From an optimization exercise on the open Yosys and OpenROAD flow, aimed at a short achievable clock period and few clock cycles; shortcuts taken in it are not production practice.
RTL that was checked went through simulation tests only; none was proved equivalent to the original.
Power and IR drop assume default switching activity.

Setup of the previous run:
==> flow/design.v <==
module pipelined_cpu(
    input clk,
    input rst_n,
    output [15:0]imem_addr,
    input [31:0]imem_rdata,
    output [15:0]dmem_addr,
    output dmem_we,
    output [31:0]dmem_wdata,
    input [31:0]dmem_rdata,
    output debug_wb_have_inst,
    output [31:0]debug_wb_pc,
    output debug_wb_ena,
    output [4:0]debug_wb_reg,
    output [31:0]debug_wb_value
    );
    reg [31:0] pc_f;
    reg [31:0] rf [1:31];
    reg        bt_v   [0:15];
    reg [11:0] bt_tag [0:15];
    reg [15:0] bt_tgt [0:15];
    reg        bt_jal [0:15];
    reg [1:0]  bt_ctr [0:15];
    reg        e_valid, e_squash;
    reg [31:0] e_pc, e_link, e_timm;
    reg [31:0] e_a, e_b, e_sd;
    reg        e_sd_late;
    reg        e_wen, e_ld, e_st, e_br, e_jal, e_jalr, e_pred;
    reg [2:0]  e_f3;
    reg [4:0]  e_rd;
    reg        e_s_add, e_s_sub, e_s_and, e_s_or, e_s_xor, e_s_sll, e_s_srl, e_s_sra, e_s_b, e_s_link;
    reg        m_valid, m_wen, m_ld, m_st, m_br, m_jal, m_taken;
    reg [31:0] m_pc, m_res, m_sd, m_tgt;
    reg [4:0]  m_rd;
    reg        w_valid, w_wen;
    reg [31:0] w_pc, w_val;
    reg [4:0]  w_rd;
    wire [3:0] bidx = pc_f[5:2];
    wire bt_hit = bt_v[bidx] & (bt_tag[bidx] == pc_f[17:6]) & (pc_f[31:18] == 14'd0);
    wire pred_t = bt_hit & (bt_jal[bidx] | bt_ctr[bidx][1]);
    wire [31:0] pc_inc = pc_f + 32'd4;
    wire [31:0] fd_next = pred_t ? {14'd0, bt_tgt[bidx], 2'b00} : pc_inc;
    wire [31:0] inst = imem_rdata;
    wire [6:0] opc = inst[6:0];
    wire is_r    = opc == 7'b0110011;
    wire is_i    = opc == 7'b0010011;
    wire is_ld   = opc == 7'b0000011;
    wire is_st   = opc == 7'b0100011;
    wire is_br   = opc == 7'b1100011;
    wire is_lui  = opc == 7'b0110111;
    wire is_jal  = opc == 7'b1101111;
    wire is_jalr = opc == 7'b1100111;
    wire [2:0] f3 = inst[14:12];
    wire [4:0] rs1 = inst[19:15];
    wire [4:0] rs2 = inst[24:20];
    wire [4:0] rd  = inst[11:7];
    wire [31:0] imm_i = {{20{inst[31]}}, inst[31:20]};
    wire [31:0] imm_s = {{20{inst[31]}}, inst[31:25], inst[11:7]};
    wire [31:0] imm_b = {{19{inst[31]}}, inst[31], inst[7], inst[30:25], inst[11:8], 1'b0};
    wire [31:0] imm_u = {inst[31:12], 12'b0};
    wire [31:0] imm_j = {{11{inst[31]}}, inst[31], inst[19:12], inst[20], inst[30:21], 1'b0};
    wire use_a  = is_r | is_i | is_ld | is_st | is_br | is_jalr;
    wire b_reg  = is_r | is_br;
    wire wen    = is_r | is_i | is_ld | is_lui | is_jal | is_jalr;
    wire [31:0] imm_op = is_st ? imm_s : is_lui ? imm_u : imm_i;
    wire e_v = e_valid & ~e_squash;
    wire [31:0] A  = e_a;
    wire [31:0] B  = e_b;
    wire [31:0] SD = e_sd_late ? dmem_rdata : e_sd;
    wire [31:0] sum  = A + B;
    wire [31:0] diff = A - B;
    wire [31:0] sra_r = $signed(A) >>> B[4:0];
    wire [31:0] e_result =
          ({32{e_s_add}}  & sum)
        | ({32{e_s_sub}}  & diff)
        | ({32{e_s_and}}  & (A & B))
        | ({32{e_s_or}}   & (A | B))
        | ({32{e_s_xor}}  & (A ^ B))
        | ({32{e_s_sll}}  & (A << B[4:0]))
        | ({32{e_s_srl}}  & (A >> B[4:0]))
        | ({32{e_s_sra}}  & sra_r)
        | ({32{e_s_b}}    & B)
        | ({32{e_s_link}} & e_link);
    wire [31:0] tgt_sum = e_pc + e_timm;
    wire [31:0] m_val = m_ld ? dmem_rdata : m_res;
    wire e_fw = e_v & e_wen;
    wire e_m1 = e_fw & (e_rd == rs1) & (rs1 != 5'd0);
    wire e_m2 = e_fw & (e_rd == rs2) & (rs2 != 5'd0);
    wire m_m1 = m_wen & (m_rd == rs1) & (rs1 != 5'd0);
    wire m_m2 = m_wen & (m_rd == rs2) & (rs2 != 5'd0);
    wire [31:0] rf1 = (rs1 == 5'd0) ? 32'd0 : rf[rs1];
    wire [31:0] rf2 = (rs2 == 5'd0) ? 32'd0 : rf[rs2];
    wire [31:0] old1 = m_m1 ? m_val : rf1;
    wire [31:0] old2 = m_m2 ? m_val : rf2;
    wire e1_alu = e_m1 & ~e_ld;
    wire e2_alu = e_m2 & ~e_ld;
    wire stall = e_ld & ((use_a & e_m1) | (b_reg & e_m2));
    wire eq = A == B;
    wire lt = $signed(A) < $signed(B);
    wire taken = (e_f3 == 3'b000) ? eq :
                 (e_f3 == 3'b001) ? ~eq :
                 (e_f3 == 3'b100) ? lt :
                 (e_f3 == 3'b101) ? ~lt : 1'b0;
    wire go = e_jal | (e_br & taken);           
    wire mispred = e_v & (e_jalr | (go != e_pred));
    wire [31:0] redir_pc = e_jalr ? {sum[31:1], 1'b0} : (go ? tgt_sum : e_link);
    always @(posedge clk or negedge rst_n) begin
        if (!rst_n)
            pc_f <= 32'd0;
        else
            pc_f <= mispred ? redir_pc : stall ? pc_f : fd_next;
    end
    wire [3:0] uidx = m_pc[5:2];
    wire u_ok = (m_pc[31:18] == 14'd0) & (m_tgt[31:18] == 14'd0);
    wire u_hit = bt_v[uidx] & (bt_tag[uidx] == m_pc[17:6]);
    wire u_go = m_jal | (m_br & m_taken);
    integer k;
    always @(posedge clk or negedge rst_n) begin
        if (!rst_n) begin
            for (k = 0; k < 16; k = k + 1) bt_v[k] <= 1'b0;
        end else if (u_go & u_ok & ~u_hit) begin
            bt_v[uidx] <= 1'b1;
        end
    end
    always @(posedge clk) begin
        if (u_go & u_ok & ~u_hit) begin
            bt_tag[uidx] <= m_pc[17:6];
            bt_tgt[uidx] <= m_tgt[17:2];
            bt_jal[uidx] <= m_jal;
            bt_ctr[uidx] <= 2'b10;
        end else if (m_br & u_hit) begin
            if (m_taken) begin
                if (bt_ctr[uidx] != 2'b11) bt_ctr[uidx] <= bt_ctr[uidx] + 2'd1;
            end else begin
                if (bt_ctr[uidx] != 2'b00) bt_ctr[uidx] <= bt_ctr[uidx] - 2'd1;
            end
        end
    end
    always @(posedge clk or negedge rst_n) begin
        if (!rst_n) begin
            e_valid <= 1'b0; e_squash <= 1'b0; e_sd_late <= 1'b0;
            e_wen <= 1'b0; e_ld <= 1'b0; e_st <= 1'b0; e_br <= 1'b0; e_jal <= 1'b0; e_jalr <= 1'b0;
            e_pred <= 1'b0; e_f3 <= 3'd0; e_rd <= 5'd0;
            e_s_add <= 1'b0; e_s_sub <= 1'b0; e_s_and <= 1'b0; e_s_or <= 1'b0; e_s_xor <= 1'b0;
            e_s_sll <= 1'b0; e_s_srl <= 1'b0; e_s_sra <= 1'b0; e_s_b <= 1'b0; e_s_link <= 1'b0;
        end else begin
            e_valid <= 1'b1;
            e_squash <= mispred | stall;
            e_sd_late <= e_m2 & e_ld;
            e_wen <= wen; e_ld <= is_ld; e_st <= is_st; e_br <= is_br; e_jal <= is_jal; e_jalr <= is_jalr;
            e_pred <= pred_t;
            e_f3 <= f3; e_rd <= rd;
            e_s_add <= is_ld | is_st | ((is_r | is_i) & f3 == 3'b000 & ~(is_r & inst[30]));
            e_s_sub <= is_r & f3 == 3'b000 & inst[30];
            e_s_and <= (is_r | is_i) & f3 == 3'b111;
            e_s_or  <= (is_r | is_i) & f3 == 3'b110;
            e_s_xor <= (is_r | is_i) & f3 == 3'b100;
            e_s_sll <= (is_r | is_i) & f3 == 3'b001;
            e_s_srl <= (is_r | is_i) & f3 == 3'b101 & ~inst[30];
            e_s_sra <= (is_r | is_i) & f3 == 3'b101 & inst[30];
            e_s_b   <= is_lui;
            e_s_link <= is_jal | is_jalr;
        end
    end
    always @(posedge clk) begin
        e_pc <= pc_f;
        e_link <= pc_inc;
        e_timm <= is_jal ? imm_j : imm_b;
        e_a  <= e1_alu ? e_result : (use_a ? old1 : 32'd0);
        e_b  <= (b_reg & e2_alu) ? e_result : (b_reg ? old2 : imm_op);
        e_sd <= e2_alu ? e_result : old2;
    end
    always @(posedge clk or negedge rst_n) begin
        if (!rst_n) begin
            m_valid <= 1'b0; m_wen <= 1'b0; m_ld <= 1'b0; m_st <= 1'b0; m_br <= 1'b0; m_jal <= 1'b0;
            m_taken <= 1'b0; m_rd <= 5'd0;
        end else begin
            m_valid <= e_v;
            m_wen <= e_v & e_wen;
            m_ld <= e_v & e_ld;
            m_st <= e_v & e_st;
            m_br <= e_v & e_br;
            m_jal <= e_v & e_jal;
            m_taken <= taken;
            m_rd <= e_rd;
        end
    end
    always @(posedge clk) begin
        m_pc <= e_pc;
        m_res <= e_result;
        m_sd <= SD;
        m_tgt <= tgt_sum;
    end
    always @(posedge clk) begin
        if (m_wen && m_rd != 5'd0)
            rf[m_rd] <= m_val;
    end
    always @(posedge clk or negedge rst_n) begin
        if (!rst_n) begin
            w_valid <= 1'b0; w_wen <= 1'b0; w_rd <= 5'd0;
        end else begin
            w_valid <= m_valid;
            w_wen <= m_wen;
            w_rd <= m_rd;
        end
    end
    always @(posedge clk) begin
        w_pc <= m_pc;
        w_val <= m_val;
    end
    assign imem_addr = pc_f[17:2];
    assign dmem_addr = m_res[17:2];
    assign dmem_we = m_st;
    assign dmem_wdata = m_sd;
    assign debug_wb_have_inst = w_valid;
    assign debug_wb_pc = w_pc;
    assign debug_wb_ena = w_wen;
    assign debug_wb_reg = w_rd;
    assign debug_wb_value = w_val;
endmodule
make LEC_CHECK=0 CAP_MARGIN=20 CORE_MARGIN=2 CORE_UTILIZATION=40 SETUP_SLACK_MARGIN=5 SLEW_MARGIN=20 finish   # period 9.0 ns
run.sh (not shown) runs the stock make flow with config.mk's settings and CLKGATE_MAP_FILE= SYNTH_SCRIPT=/design/flow/synth_recipe.tcl, a recipe that flattens the netlist after the stock synthesis.
For the current run, these inputs were changed with respect to the previous run:
--- a/flow/design.v
+++ b/flow/design.v
@@ -15,5 +15,7 @@
     );
     reg [31:0] pc_f;
-    reg [31:0] rf [1:31];
+    reg [32*32-1:0] rfv;        
+    reg [15:0] imem_q_n;        
+    reg [15:0] dmem_q_n;        
     reg        bt_v   [0:15];
     reg [11:0] bt_tag [0:15];
@@ -35,9 +37,18 @@
     reg [31:0] w_pc, w_val;
     reg [4:0]  w_rd;
-    wire [3:0] bidx = pc_f[5:2];
-    wire bt_hit = bt_v[bidx] & (bt_tag[bidx] == pc_f[17:6]) & (pc_f[31:18] == 14'd0);
-    wire pred_t = bt_hit & (bt_jal[bidx] | bt_ctr[bidx][1]);
+    wire [15:0] bsel = 16'd1 << pc_f[5:2];
+    reg [15:0] bt_take;
+    reg [15:0] pred_tgt;
+    integer j;
+    always @* begin
+        pred_tgt = 16'd0;
+        for (j = 0; j < 16; j = j + 1) begin
+            bt_take[j] = bsel[j] & bt_v[j] & (bt_tag[j] == pc_f[17:6]) & (bt_jal[j] | bt_ctr[j][1]);
+            pred_tgt = pred_tgt | ({16{bsel[j]}} & bt_tgt[j]);
+        end
+    end
+    wire pred_t = (|bt_take) & (pc_f[31:18] == 14'd0);
     wire [31:0] pc_inc = pc_f + 32'd4;
-    wire [31:0] fd_next = pred_t ? {14'd0, bt_tgt[bidx], 2'b00} : pc_inc;
+    wire [31:0] fd_next = pred_t ? {14'd0, pred_tgt, 2'b00} : pc_inc;
     wire [31:0] inst = imem_rdata;
     wire [6:0] opc = inst[6:0];
@@ -88,6 +99,15 @@
     wire m_m1 = m_wen & (m_rd == rs1) & (rs1 != 5'd0);
     wire m_m2 = m_wen & (m_rd == rs2) & (rs2 != 5'd0);
-    wire [31:0] rf1 = (rs1 == 5'd0) ? 32'd0 : rf[rs1];
-    wire [31:0] rf2 = (rs2 == 5'd0) ? 32'd0 : rf[rs2];
+    wire [31:0] dec1 = 32'd1 << rs1;
+    wire [31:0] dec2 = 32'd1 << rs2;
+    reg [31:0] rf1, rf2;
+    always @* begin
+        rf1 = 32'd0;
+        rf2 = 32'd0;
+        for (j = 1; j < 32; j = j + 1) begin
+            rf1 = rf1 | ({32{dec1[j]}} & rfv[32*j +: 32]);
+            rf2 = rf2 | ({32{dec2[j]}} & rfv[32*j +: 32]);
+        end
+    end
     wire [31:0] old1 = m_m1 ? m_val : rf1;
     wire [31:0] old2 = m_m2 ? m_val : rf2;
@@ -104,9 +124,13 @@
     wire mispred = e_v & (e_jalr | (go != e_pred));
     wire [31:0] redir_pc = e_jalr ? {sum[31:1], 1'b0} : (go ? tgt_sum : e_link);
-    always @(posedge clk or negedge rst_n) begin
-        if (!rst_n)
+    wire [31:0] pc_next = mispred ? redir_pc : stall ? pc_f : fd_next;
+    always @(posedge clk or negedge rst_n) begin
+        if (!rst_n) begin
             pc_f <= 32'd0;
-        else
-            pc_f <= mispred ? redir_pc : stall ? pc_f : fd_next;
+            imem_q_n <= 16'hffff;
+        end else begin
+            pc_f <= pc_next;
+            imem_q_n <= ~pc_next[17:2];
+        end
     end
     wire [3:0] uidx = m_pc[5:2];
@@ -188,10 +212,13 @@
         m_pc <= e_pc;
         m_res <= e_result;
+        dmem_q_n <= ~e_result[17:2];
         m_sd <= SD;
         m_tgt <= tgt_sum;
     end
-    always @(posedge clk) begin
-        if (m_wen && m_rd != 5'd0)
-            rf[m_rd] <= m_val;
+    wire [31:0] decw = 32'd1 << m_rd;
+    always @(posedge clk) begin
+        for (j = 1; j < 32; j = j + 1)
+            if (m_wen && decw[j])
+                rfv[32*j +: 32] <= m_val;
     end
     always @(posedge clk or negedge rst_n) begin
@@ -208,6 +235,6 @@
         w_val <= m_val;
     end
-    assign imem_addr = pc_f[17:2];
-    assign dmem_addr = m_res[17:2];
+    assign imem_addr = ~imem_q_n;
+    assign dmem_addr = ~dmem_q_n;
     assign dmem_we = m_st;
     assign dmem_wdata = m_sd;
Results
A category of the most critical setup path of in2reg is what the current run shows, while reg2reg belongs to the previous run.
Taking the previous run as the reference, in the current run post-layout worst setup margin now smaller; detailed-route wire length has increased; global-route wire length before repair has increased; number of filler cells placed in the layout dropped about 0.9%; fraction of power consumed by combinational cells saw a decrease.
The current run gives more number of global-route vias before repair than the previous run did.
No functional check of the RTL was part of any run of this note.


Another version of the RTL of pipelined_cpu (not shown whole).
For scale: roughly 6,800 cells after synthesis, roughly 2,000 flip-flops, roughly 200 I/O pins, roughly 96,000 um2 of cells after synthesis.
## pipelined_cpu
module pipelined_cpu(
    input clk,
    input rst_n,
    output [15:0]imem_addr,
    input [31:0]imem_rdata,
    output [15:0]dmem_addr,
    output dmem_we,
    output [31:0]dmem_wdata,
    input [31:0]dmem_rdata,
    output debug_wb_have_inst,
    output [31:0]debug_wb_pc,
    output debug_wb_ena,
    output [4:0]debug_wb_reg,
    output [31:0]debug_wb_value
    );
    integer j;
    reg [31:0] pc_f_n;
    reg [15:0] imem_q;
    reg [31:0] m_res_n;
    reg [15:0] dmem_q;
    wire [31:0] pc_f = ~pc_f_n;
    wire [31:0] m_res = ~m_res_n;
    reg [32*32-1:0] rfv;        
    reg        bt_v   [0:15];
    reg [11:0] bt_tag [0:15];
    reg [15:0] bt_tgt [0:15];
    reg        bt_jal [0:15];
    reg [1:0]  bt_ctr [0:15];
    reg        e_valid, e_squash;
    reg [31:0] e_pc, e_link, e_timm;
    reg [31:0] e_a, e_b, e_sd;
    reg [4:0]  e_sh;            
    reg        e_sd_late, e_a_late, e_b_late;
    reg        e_wen, e_ld, e_st, e_br, e_jal, e_jalr, e_pred, e_bhit;
    reg        e_beq, e_bne, e_blt, e_bge;
    reg [4:0]  e_rd;
    reg        e_s_add, e_s_sub, e_s_and, e_s_or, e_s_xor, e_s_sll, e_s_srl, e_s_sra, e_s_b, e_s_link;
    reg        m_valid, m_wen, m_ld, m_st, m_br, m_jal, m_taken, m_bhit, m_bok;
    reg [31:0] m_pc, m_sd, m_tgt;
    reg [4:0]  m_rd;
    reg        w_valid, w_wen;
    reg [31:0] w_pc, w_val;
    reg [4:0]  w_rd;
    wire [15:0] bsel = 16'd1 << pc_f[5:2];
    reg [15:0] bt_match, bt_take;
    reg [15:0] pred_tgt;
    always @* begin
        pred_tgt = 16'd0;
        for (j = 0; j < 16; j = j + 1) begin
            bt_match[j] = bsel[j] & bt_v[j] & (bt_tag[j] == pc_f[17:6]);
            bt_take[j] = bt_match[j] & (bt_jal[j] | bt_ctr[j][1]);
            pred_tgt = pred_tgt | ({16{bsel[j]}} & bt_tgt[j]);
        end
    end
    wire lowpc = pc_f[31:18] == 14'd0;
  ...
clock: 9.0 ns
lec_check: 0
cap_margin: 20
core_margin: 2
core_utilization: 40
slew_margin: 20
standard.sh (not shown) runs the stock make flow with config.mk's settings and CLKGATE_MAP_FILE= SYNTH_SCRIPT=/design/flow/synth_recipe.tcl, a recipe that flattens the netlist after the stock synthesis.
==> flow/flow/run.sh <==
#!/bin/bash
# Standard layout, with timing repair aimed at a tighter setup margin.
set -euo pipefail
bash standard.sh SETUP_SLACK_MARGIN=6.5 finish > standard_flow.log 2>&1
Edit:
--- a/flow/design.v
+++ b/flow/design.v
@@ -98,30 +98,29 @@
     reg        e_s_add, e_s_sub, e_s_and, e_s_or, e_s_xor, e_s_sll, e_s_srl, e_s_sra, e_s_b, e_s_link;
     reg        m_valid, m_wen, m_ld, m_st, m_br, m_jal, m_taken, m_bhit, m_bok;
     reg [31:0] m_pc, m_sd, m_tgt;
     reg [4:0]  m_rd;
     reg        w_valid, w_wen;
     reg [31:0] w_pc, w_val;
     reg [4:0]  w_rd;
-    wire [15:0] bsel = 16'd1 << pc_f[5:2];
+    wire [15:0] bsel = 16'd1 << imem_q[3:0];
     reg [15:0] bt_match, bt_take;
     reg [15:0] pred_tgt;
     always @* begin
         pred_tgt = 16'd0;
         for (j = 0; j < 16; j = j + 1) begin
-            bt_match[j] = bsel[j] & bt_v[j] & (bt_tag[j] == pc_f[17:6]);
+            bt_match[j] = bsel[j] & bt_v[j] & (bt_tag[j] == imem_q[15:4]);
             bt_take[j] = bt_match[j] & (bt_jal[j] | bt_ctr[j][1]);
             pred_tgt = pred_tgt | ({16{bsel[j]}} & bt_tgt[j]);
         end
     end
     wire lowpc = pc_f[31:18] == 14'd0;
     wire bt_hit = (|bt_match) & lowpc;
     wire pred_t = (|bt_take) & lowpc;
     wire [31:0] pc_inc = pc_f + 32'd4;
-    wire [31:0] fd_next = pred_t ? {14'd0, pred_tgt, 2'b00} : pc_inc;
     wire [31:0] inst = imem_rdata;
     wire [6:0] opc = inst[6:0];
     wire is_r    = opc == 7'b0110011;
     wire is_i    = opc == 7'b0010011;
     wire is_ld   = opc == 7'b0000011;
     wire is_st   = opc == 7'b0100011;
     wire is_br   = opc == 7'b1100011;
@@ -146,16 +145,16 @@
     wire e_v = e_valid & ~e_squash;
     wire [31:0] A = e_a;
     wire [31:0] B = e_b;
     wire [31:0] LA = e_a_late ? dmem_rdata : e_a;
     wire [31:0] LB = e_b_late ? dmem_rdata : e_b;
     wire [31:0] SD = e_sd_late ? dmem_rdata : e_sd;
     wire [31:0] sum, diff;
-    ks_add32 u_add(.a(LA), .b(LB), .cin(1'b0), .s(sum));
-    ks_add32 u_sub(.a(LA), .b(~LB), .cin(1'b1), .s(diff));
+    ks_add32 u_add(.a(A), .b(B), .cin(1'b0), .s(sum));
+    ks_add32 u_sub(.a(A), .b(~B), .cin(1'b1), .s(diff));
     wire [31:0] sll_r = A << e_sh;
     wire [31:0] srl_r = A >> e_sh;
     wire [31:0] sra_r = $signed(A) >>> e_sh;
     wire [31:0] tgt_sum = e_pc + e_timm;
     wire [31:0] r_and = LA & LB;
     wire [31:0] r_or  = LA | LB;
     wire [31:0] r_xor = LA ^ LB;
@@ -174,15 +173,15 @@
     wire e_fw = e_v & e_wen;
     wire e_m1 = e_fw & (e_rd == rs1) & (rs1 != 5'd0);
     wire e_m2 = e_fw & (e_rd == rs2) & (rs2 != 5'd0);
     wire m_m1 = m_wen & (m_rd == rs1) & (rs1 != 5'd0);
     wire m_m2 = m_wen & (m_rd == rs2) & (rs2 != 5'd0);
     wire e1_alu = e_m1 & ~e_ld;
     wire e2_alu = e_m2 & ~e_ld;
-    wire late_ok = ~(is_br | is_jalr | is_sh);
+    wire late_ok = alu_op & (f3 == 3'b100 || f3 == 3'b110 || f3 == 3'b111);
     wire stall = e_ld & ((use_a & e_m1) | (b_reg & e_m2)) & ~late_ok;
     wire [31:0] rf1 = rfv[32*rs1 +: 32];
     wire [31:0] rf2 = rfv[32*rs2 +: 32];
     wire nz1 = rs1 != 5'd0;
     wire nz2 = rs2 != 5'd0;
     wire a_e  = e1_alu;
     wire a_m  = ~e_m1 & m_m1;
@@ -223,23 +222,27 @@
     wire [4:0]  sh_next = fe_h[4:0] | ({5{h_m}} & m_val[4:0]) | ({5{h_rf}} & rf2[4:0]) | ({5{h_im}} & inst[24:20]);
     wire eq = A == B;
     wire lt;
     cmp_lt32s u_lt(.a(A), .b(B), .lt(lt));
     wire taken = (e_beq & eq) | (e_bne & ~eq) | (e_blt & lt) | (e_bge & ~lt);
     wire go = e_jal | (e_br & taken);           
     wire mispred = e_v & (e_jalr | (go != e_pred));
-    wire [31:0] seq_next = stall ? pc_f : fd_next;
-    wire [31:0] br_t = e_pred ? seq_next : tgt_sum;
-    wire [31:0] br_n = e_pred ? e_link : seq_next;
-    wire [31:0] nb_next = ~e_v ? seq_next :
-                          e_jalr ? {sum[31:1], 1'b0} :
-                          e_jal ? (e_pred ? seq_next : tgt_sum) :
-                          e_pred ? e_link : seq_next;
-    wire e_brv = e_v & e_br;
-    wire [31:0] pc_next = e_brv ? (taken ? br_t : br_n) : nb_next;
+    wire sel_btgt = e_v & ~e_pred & (e_jal | (e_br & taken));           
+    wire sel_link = e_v & e_pred & ~e_jal & ~(e_br & taken);            
+    wire sel_jalr = e_v & e_jalr;
+    wire fd_sel = ~(sel_btgt | sel_link | sel_jalr);
+    wire sel_hold = fd_sel & stall;
+    wire sel_ptgt = fd_sel & ~stall & pred_t;
+    wire sel_inc  = fd_sel & ~stall & ~pred_t;
+    wire [31:0] pc_next = ({32{sel_btgt}} & tgt_sum)
+                        | ({32{sel_link}} & e_link)
+                        | ({32{sel_jalr}} & {sum[31:1], 1'b0})
+                        | ({32{sel_hold}} & pc_f)
+                        | ({32{sel_ptgt}} & {14'd0, pred_tgt, 2'b00})
+                        | ({32{sel_inc}}  & pc_inc);
     always @(posedge clk or negedge rst_n) begin
         if (!rst_n) begin
             pc_f_n <= 32'hffffffff;
             imem_q <= 16'd0;
         end else begin
             pc_f_n <= ~pc_next;
             imem_q <= pc_next[17:2];
Outcome: Total power came out lower by a few percent. Via count came out higher slightly. Critical path depth came out lower by 7. Final cell count came out higher slightly. Routed wire length came out higher by a few percent.
Testbench counts after the change, summed over its fixed seeds: cycles 89,268.
Function not checked in the first run of this note: the RTL went through the layout flow alone.

==> port drivers added, routing unchanged <==
How much do the figures lean on ideal ports? The routed layouts below were timed once more, with nothing changed but the port constraints. Step 1 sets driving cells, clkbuf_16 on the clock port and buf_2 on the other inputs (assumed; they add their load-dependent delay and slew). Step 2 adds t to the input delays and takes it off the output delays; t is the mean of the earliest and latest rising clock arrival at the registers after step 1. Input paths then give back, and output paths get back, about the clock's delay inside the block. Three values: ideal ports, drivers, drivers and shift; two values: the first two.
| run | t (ns) | setup slack, ns | pins driven straight from the clock port |
|---|---|---|---|
| the previous run | 0.936 | 4.992 / 4.951 / 4.025 | 1 |
| the current run | 0.945 | 4.822 / 4.762 / 3.817 | 1 |
| the first run of note 2 | 0.960 | 4.660 / 4.593 / 3.633 | 1 |
| the second run of note 2 | 0.951 | 5.472 / 5.135 / 4.184 | 1 |
After both steps every run listed still meets setup and hold. The setup slack of the second run of note 2, which loses most, moves by -0.337 ns with the drivers and by -1.288 ns with both steps.
